Background: an optimization exercise with open tools, aiming at small area. Do not read the settings as production practice.
Function was checked by simulation only, so behaviour that the tests miss may differ from the original.
The flow treats the clock pin as an ideal source, which a real chip does not have.

## flow/design.v (module list and top-level ports; edited modules follow where they fit)
// module FIR_FILTER: 1230 lines
// module fir_fa: 6 lines
// module fir_ha: 6 lines
module FIR_FILTER (clk, rst, data_valid, data, fir_valid, fir_d);
  // ...
==> flow/flow/run.sh <==
#!/bin/bash
set -euo pipefail
export CTS_ARGS="-sink_clustering_enable -repair_clock_nets -buf_list sky130_fd_sc_hd__clkbuf_8 -sink_clustering_size 14 -sink_clustering_max_diameter 80 -dont_use_dummy_load"
export BUFFER_PORTS_ARGS="-buffer_cell sky130_fd_sc_hd__buf_1"
bash standard.sh > standard.log 2>&1
==> flow/standard.sh <==
#!/bin/bash
# synth_recipe.tcl (not shown) runs the flow's synth.tcl, then flattens the netlist and writes it again
# the make line also repeats each setting of config.mk as NAME=value (left out here)
make -C /OpenROAD-flow-scripts/flow DESIGN_CONFIG=/design/flow/config.mk WORK_HOME=/design/flow/orfs CLKGATE_MAP_FILE= SYNTH_SCRIPT=/design/flow/synth_recipe.tcl "${@:-finish}"
==> flow/config.mk <==
export PLATFORM = sky130hd
export DESIGN_NAME = FIR_FILTER
export DESIGN_NICKNAME = FIR_FILTER
export VERILOG_FILES = /design/flow/design.v
export SDC_FILE = /design/flow/constraint.sdc
export NUM_CORES = 4
export LEC_CHECK = 0
export CAP_MARGIN = 20
export CORE_MARGIN = 2
export CORE_UTILIZATION = 60
export GPL_TIMING_DRIVEN = 0
export SLEW_MARGIN = 20
export SYNTH_HIERARCHICAL = 1
==> flow/constraint.sdc <==
create_clock -name core_clock -period 15.0 [get_ports {clk}]
set_input_delay 3.0000 -clock core_clock [delete_from_list [all_inputs] [get_ports {clk}]]
set_output_delay 3.0000 -clock core_clock [all_outputs]
set_load 0.01 [all_outputs]
==> flow_summary.ini, run 1 <==
[yosys]
ys_seq_area_share_pct = 31.79
yosys.cell_types.count = 34
post_synth_fa_ha_maj_area_fraction_pct = 65.14
syn_nets = 3003
ys_warn_count = 7
synth.area.mux_share_pct = 0.3859

[cells_and_area]
final_area_sq_mm = 0.03562
antenna_cells = 1
fin_util_pct = 64.41
area_growth_pct = 5.644

[setup_path]
cpPeakStageDelay_ps = 700
cpMostUsedCell = fa_1
critPathArrivalTime_ps = 15170
r2r-start = x5[0]

[clock_tree]
clock_sinks = 534
htree_num_levels = 2
cts_resized = 3
clock_path_buffers = 3
cts_tree = yes
clock_latency_ps = 680

[route]
wl_met3_um = 12400
wl_met2_um = 37200
top_layer = met4

[placement]
portBuffers = 35

[run_status]
status = complete, no violations

[die]
rows = 86
dieWidth_um = 241.1
die_y_um = 241.1

[global_route]
gr-total-overflow = 0
grt_util_all_layers_pct = 33.42
==> inputs of run 2 (changes only) <==
==> flow/flow/run.sh (replaced) <==
#!/bin/bash
set -euo pipefail
export CTS_ARGS="-sink_clustering_enable -repair_clock_nets -buf_list sky130_fd_sc_hd__clkbuf_4 -sink_clustering_size 10 -sink_clustering_max_diameter 60 -dont_use_dummy_load"
export BUFFER_PORTS_ARGS="-buffer_cell sky130_fd_sc_hd__buf_1"
bash standard.sh > standard.log 2>&1
==> run 2 against run 1 <==
  * Still clean
  * Sequential share of layout area grew 0.10 points
  * Final cell count grew 0.78%
  * Worst hold slack lost 35 ps
  * First-iteration DRC count shrank 4.8%
  * Utilization shrank 0.22 points
==> flow_summary.ini, run 2 <==
[global_route]
grt_pass1_wl_um = 128600
gr-total-overflow = 0
grt_util_all_layers_pct = 33.59
antenna_found_initial = 3
grt_max_degree = 13
first_global_vias = 18823

[yosys]
ys_seq_elements = 534
yosys.cell_types.count = 34
synth.top_cells.by_count = fa_1, dfxtp_1, inv_1
postSynthAreaPerCell_sq_um = 18.15
synth_top_area_share_pct = 62.04
synth_cells = 1858
synth_edf_count = 0
ys_seq_area_share_pct = 31.79
synth_area_sq_mm = 0.03372
ys_warn_count = 7
synth_area_leaders = fa_1, dfxtp_1, ha_1
synth_most_common_cell = fa_1
synth_flop_cell = dfxtp_1
synth_top_cell_by_area = fa_1
syn_nets = 3003
async_flop_share_pct = 1.124

[route]
viasPerCell = 5.671
dr.pass1.iters = 5
wl_per_cell_um = 32.98
route.detailed.drc = 0
drt_iter0_drc = 1202
antenna_left = 0
vias = 15430
routed_wl_um = 89730

[clock_tree]
cts_tree = yes
hold_buffers = 0
cts_buffers = 66
htree_num_levels = 3
path_clk_slew_ps = 100
clock_sinks = 534
clock_latency_ps = 860
ctsRootBufferMaster = clkbuf_4
clock_path_buffers = 3

[placement]
hpwlAfterDp_um = 81660
dp.cells = 2641
post-place-ws_ps = -83.81
place.gp.congestion = 0.9832
portBuffers = 35

[setup_path]
worstSetupStartpointType = flip-flop
required_ps = 15640
cpPeakStageDelay_ps = 750
slowest_stage = fa_1
critPathArrivalTime_ps = 15350
end_kind = flip-flop
path_class = flip-flop to flip-flop
critical_path_peak_fanout = 5
cpMostUsedCell = fa_1

[cells_and_area]
area_growth_pct = 5.288
regArea_sq_mm = 0.01072
multi_input_area_sq_mm = 0.02268
final_cell_mix = fa_1, dfxtp_1, inv_1, ha_1, clkbuf_4
nFillCells = 3944
final_cells = 2721
drive_gt1_share_pct = 6.900
layout_commonest_cell = fa_1
nets = 3118

[flow_run]
cap_violations = 0

[timing]
setup_viol = 0
post-route-min-period_ps = 14710
whs_ps = 273.1
worstMarginPinSlew_ps = 593.6
tns_ps = 0
slew_headroom_pct = 60.38
drv_slew = 0
finalHoldViolations = 0
finalClockSkew_ps = 136.9
max_freq_mhz = 67.97
fin_crit_sh_pct = 98.09
finalWorstSetupSlack_ps = 286.5

[die]
die_y_um = 241.1
core_area_sq_mm = 0.05531
rows = 86
ios = 36
dieWidth_um = 241.1
die_area_sq_mm = 0.05811
initial_core_util_pct = 60.97

[run_status]
status = complete, no violations

[hold_path]
hp-class = flip-flop to flip-flop
[run 2: cell count changes in the layout (fill, tap and decap cells not counted)]
cell      delta
clkbuf_4    +66
clkbuf_8    -46
diode_2      +1
fa_1         -6
fa_2         +6
[run 2: what timing repair did]
action                                  in CTS  in global routing
setup buffers                                0                 12
endpoints found under the setup margin       1                  2
hold endpoints to repair                     0                  0
gates resized for setup                      3                 48
pin swaps                                    0                  7
[run 2: layout make-up]
| class | count | share of cell area (%) |
|---|---|---|
| flip-flops and latches | 534 | 30.20 |
| inverters | 114 | 1.205 |
| diodes | 2 | 0.01410 |
| well taps | 748 | 2.636 |
| repair buffers | 47 | 0.6238 |
| clock buffers | 66 | 1.396 |
| plain buffers | 1 | 0.03172 |
| multi-input cells | 1209 | 63.90 |
[run 2: worst paths after layout]
path | endpoint | slack [ps] | startpoint | cells past startpoint
worst max-delay path | r[15] | 290 | x5[0] | 36
worst min-delay path | x25[2] | 270 | x26[2] | 0
worst max register to register | r[15] | 290 | x5[0] | 36
worst min register to register | x25[2] | 270 | x26[2] | 0
max in group asynchronous | cnt[3] | 12690 | rst | 2
min in group asynchronous | cnt[5] | 2120 | rst | 2
[run 2: logic make-up (layout without fill, tap and decap cells)]
family	Yosys count	in the layout	share of synthesized area, %
compound gates	9	9	0.2004
buf+inv	115	228	1.302
fa+ha+maj	1129	1129	65.14
xor+xnor	19	19	0.4935
other cells	0	2	0
flops	534	534	31.79
mux	11	11	0.3859
simple gates	41	41	0.6865
[run 2: modules after synthesis (local to each module, per instance)]
module / cell area, sq um / cells / flip-flops and latches / times used
fir_ha: 12.51 / 1 / 0 / 73
FIR_FILTER: 11890 / 740 / 534 / 1
fir_fa: 20.02 / 1 / 0 / 1045
[run 2: routing by layer]
layer / wire, um / track usage [%] / part of all wire, % / vias up
li1: - / - / - / 5882
met1: 37720 / 49.29 / 42 / 8722
met2: 37120 / 45.12 / 41 / 707
met3: 12850 / 17.34 / 14 / 115
met4: 1935 / 7.669 / 2.2 / 4
met5: 106 / 0 / 0.12 / -
[run 2: worst max-delay path, delay by kind of cell, from the launching register on]
| family | cells | cell delay [ps] |
|---|---|---|
| flops | 1 | 340 |
| mux | 3 | 860 |
| buf+inv | 2 | 130 |
| fa+ha+maj | 31 | 13180 |
[run 2: through the flow]
stage          cell area [sq um]  util, %
2_1_floorplan              33720        -
3_3_place_gp               34790    62.89
3_5_place_dp               34790    62.89
4_1_cts                    35290    63.80
5_1_grt                    35500    64.19
6_report                   35500    64.19
==> inputs of run 3 (changes only) <==
==> flow/flow/run.sh (replaced) <==
#!/bin/bash
# The standard layout, run stage by stage:
# - floorplan: pre-CTS setup repair only for paths worse than -3 ns (the clock skew
#   added after CTS gives the adder paths into the output register more time)
# - CTS: no dummy loads, sink clusters of up to 10 flops on clkbuf_4, then
#   flow/skew.tcl delays the output register's clock and repairs timing
# - port buffers: buf_1
set -euo pipefail
here=$(pwd)
export CTS_ARGS="-sink_clustering_enable -repair_clock_nets -buf_list sky130_fd_sc_hd__clkbuf_4 -sink_clustering_size 10 -sink_clustering_max_diameter 60 -dont_use_dummy_load"
export BUFFER_PORTS_ARGS="-buffer_cell sky130_fd_sc_hd__buf_1"
export SKEW_CELLS="dlygate4sd3_1 dlygate4sd3_1 dlygate4sd3_1 clkbuf_4"
SETUP_SLACK_MARGIN=-3 bash standard.sh floorplan > floorplan.log 2>&1
bash standard.sh place > place.log 2>&1
SKIP_CTS_REPAIR_TIMING=1 POST_CTS_TCL=$here/flow/skew.tcl bash standard.sh cts > cts.log 2>&1
bash standard.sh > finish.log 2>&1
==> flow/flow/skew.tcl (new file) <==
# Post-CTS hook: delay the clock of the output register r (its D inputs end the
# long adder paths; its Q outputs only feed the output ports through a short
# incrementer). Useful skew on the register-to-register paths into r.
set block [ord::get_db_block]
set db [ord::get_db]
set rinsts {}
foreach inst [$block getInsts] {
  if {[regexp {^r\[\d+\]\$_DFF_P_$} [$inst getName]]} { lappend rinsts $inst }
}
puts "skew: [llength $rinsts] output-register flops"
set srcnet [[[lindex $rinsts 0] findITerm CLK] getNet]
set sx 0; set sy 0
foreach r $rinsts { set loc [$r getLocation]; set sx [expr {$sx + [lindex $loc 0]}]; set sy [expr {$sy + [lindex $loc 1]}] }
set cx [expr {int($sx / [llength $rinsts])}]
set cy [expr {int($sy / [llength $rinsts])}]
set prev $srcnet
set i 0
foreach c $::env(SKEW_CELLS) {
  set m [$db findMaster sky130_fd_sc_hd__$c]
  set inst [odb::dbInst_create $block $m "skew_dly_$i"]
  set net [odb::dbNet_create $block "skew_net_$i"]
  $net setSigType CLOCK
  [$inst findITerm A] connect $prev
  [$inst findITerm X] connect $net
  $inst setLocation $cx $cy
  $inst setPlacementStatus PLACED
  set prev $net
  incr i
}
foreach r $rinsts {
  set it [$r findITerm CLK]
  $it disconnect
  $it connect $prev
}
global_connect
detailed_placement
estimate_parasitics -placement
report_clock_skew
repair_timing_helper
detailed_placement
check_placement -verbose
estimate_parasitics -placement
report_checks -path_delay max -format end
report_checks -path_delay min -format end
==> run 3 against run 2 <==
  * Area after synthesis is the same
  * Synthesized cell count is the same
  * The run now fails in clock tree synthesis
==> flow_summary.ini, run 3 <==
[run_status]
status = stopped before the end
failed_stage = clock tree synthesis
error_line = Error: cts.tcl, 90 Empty command name ""

[yosys]
ys_warn_count = 7
synth_flop_cell = dfxtp_1
synth.top_cells.by_count = fa_1, dfxtp_1, inv_1
postSynthAreaPerCell_sq_um = 18.15
syn_nets = 3003
synth_area_sq_mm = 0.03372
ys_seq_elements = 534
yosys.cell_types.count = 34
synth_cells = 1858
synth_edf_count = 0
async_flop_share_pct = 1.124
synth_area_leaders = fa_1, dfxtp_1, ha_1
ys_seq_area_share_pct = 31.79
synth_most_common_cell = fa_1
synth_top_cell_by_area = fa_1
synth_top_area_share_pct = 62.04

[placement]
place.gp.congestion = 0.9832
portBuffers = 35
dp.cells = 2641
hpwlAfterDp_um = 81660
post-place-ws_ps = -83.81

[die]
initial_core_util_pct = 60.97
rows = 86
die_y_um = 241.1
ios = 36
dieWidth_um = 241.1

[clock_tree]
clock_sinks = 534
## run 3: cells by family after synthesis
| logic type | count (synthesis) | share of synthesized area (%) |
|---|---|---|
| mux | 11 | 0.3859 |
| simple gates | 41 | 0.6865 |
| buf+inv | 115 | 1.302 |
| flops | 534 | 31.79 |
| xor+xnor | 19 | 0.4935 |
| fa+ha+maj | 1129 | 65.14 |
| compound gates | 9 | 0.2004 |
## run 3: modules after synthesis (local to each module, per instance)
module,cell area [sq um],flip-flops and latches,cells inside,copies in the design
FIR_FILTER,11890,534,740,1
fir_ha,12.51,0,1,73
fir_fa,20.02,0,1,1045
## run 3: worst max path at each step
stage | start | to | slack, ps
floorplan | x27[0] | r[15] | 1370
global placement | x29[0] | r[15] | 9
detailed placement | x27[0] | r[15] | -80
## run 3: stage by stage
step	hold slack [ps]	cell area (sq um)
floorplan	334.5	33720
global placement	345.8	34790
detailed placement	346.9	34790

-- port drivers added, routing unchanged --
Ports are ideal in the flow. The routed layouts listed here were re-timed in OpenROAD. Step 1, drivers: a clkbuf_16 drives clk and a buf_2 each remaining input, both assumed. Step 2 times the ports against the registers' clock, not the clock port: input delays grow and output delays shrink by t, the midpoint of the rising clock arrivals with the driver on. a / b / c = ideal ports / drivers / drivers and shift; a / b = the first two.
run | t (ns) | slack for setup (ns) | worst hold slack (ns) | clock arrival spread, ns
run 1 | 0.704 | 0.359 / 0.359 / 0.359 | 0.308 / 0.308 / 0.308 | 0.087 / 0.087
run 2 | 0.851 | 0.287 / 0.287 / 0.287 | 0.273 / 0.273 / 0.273 | 0.137 / 0.137
After both steps setup and hold are still met in every run listed.
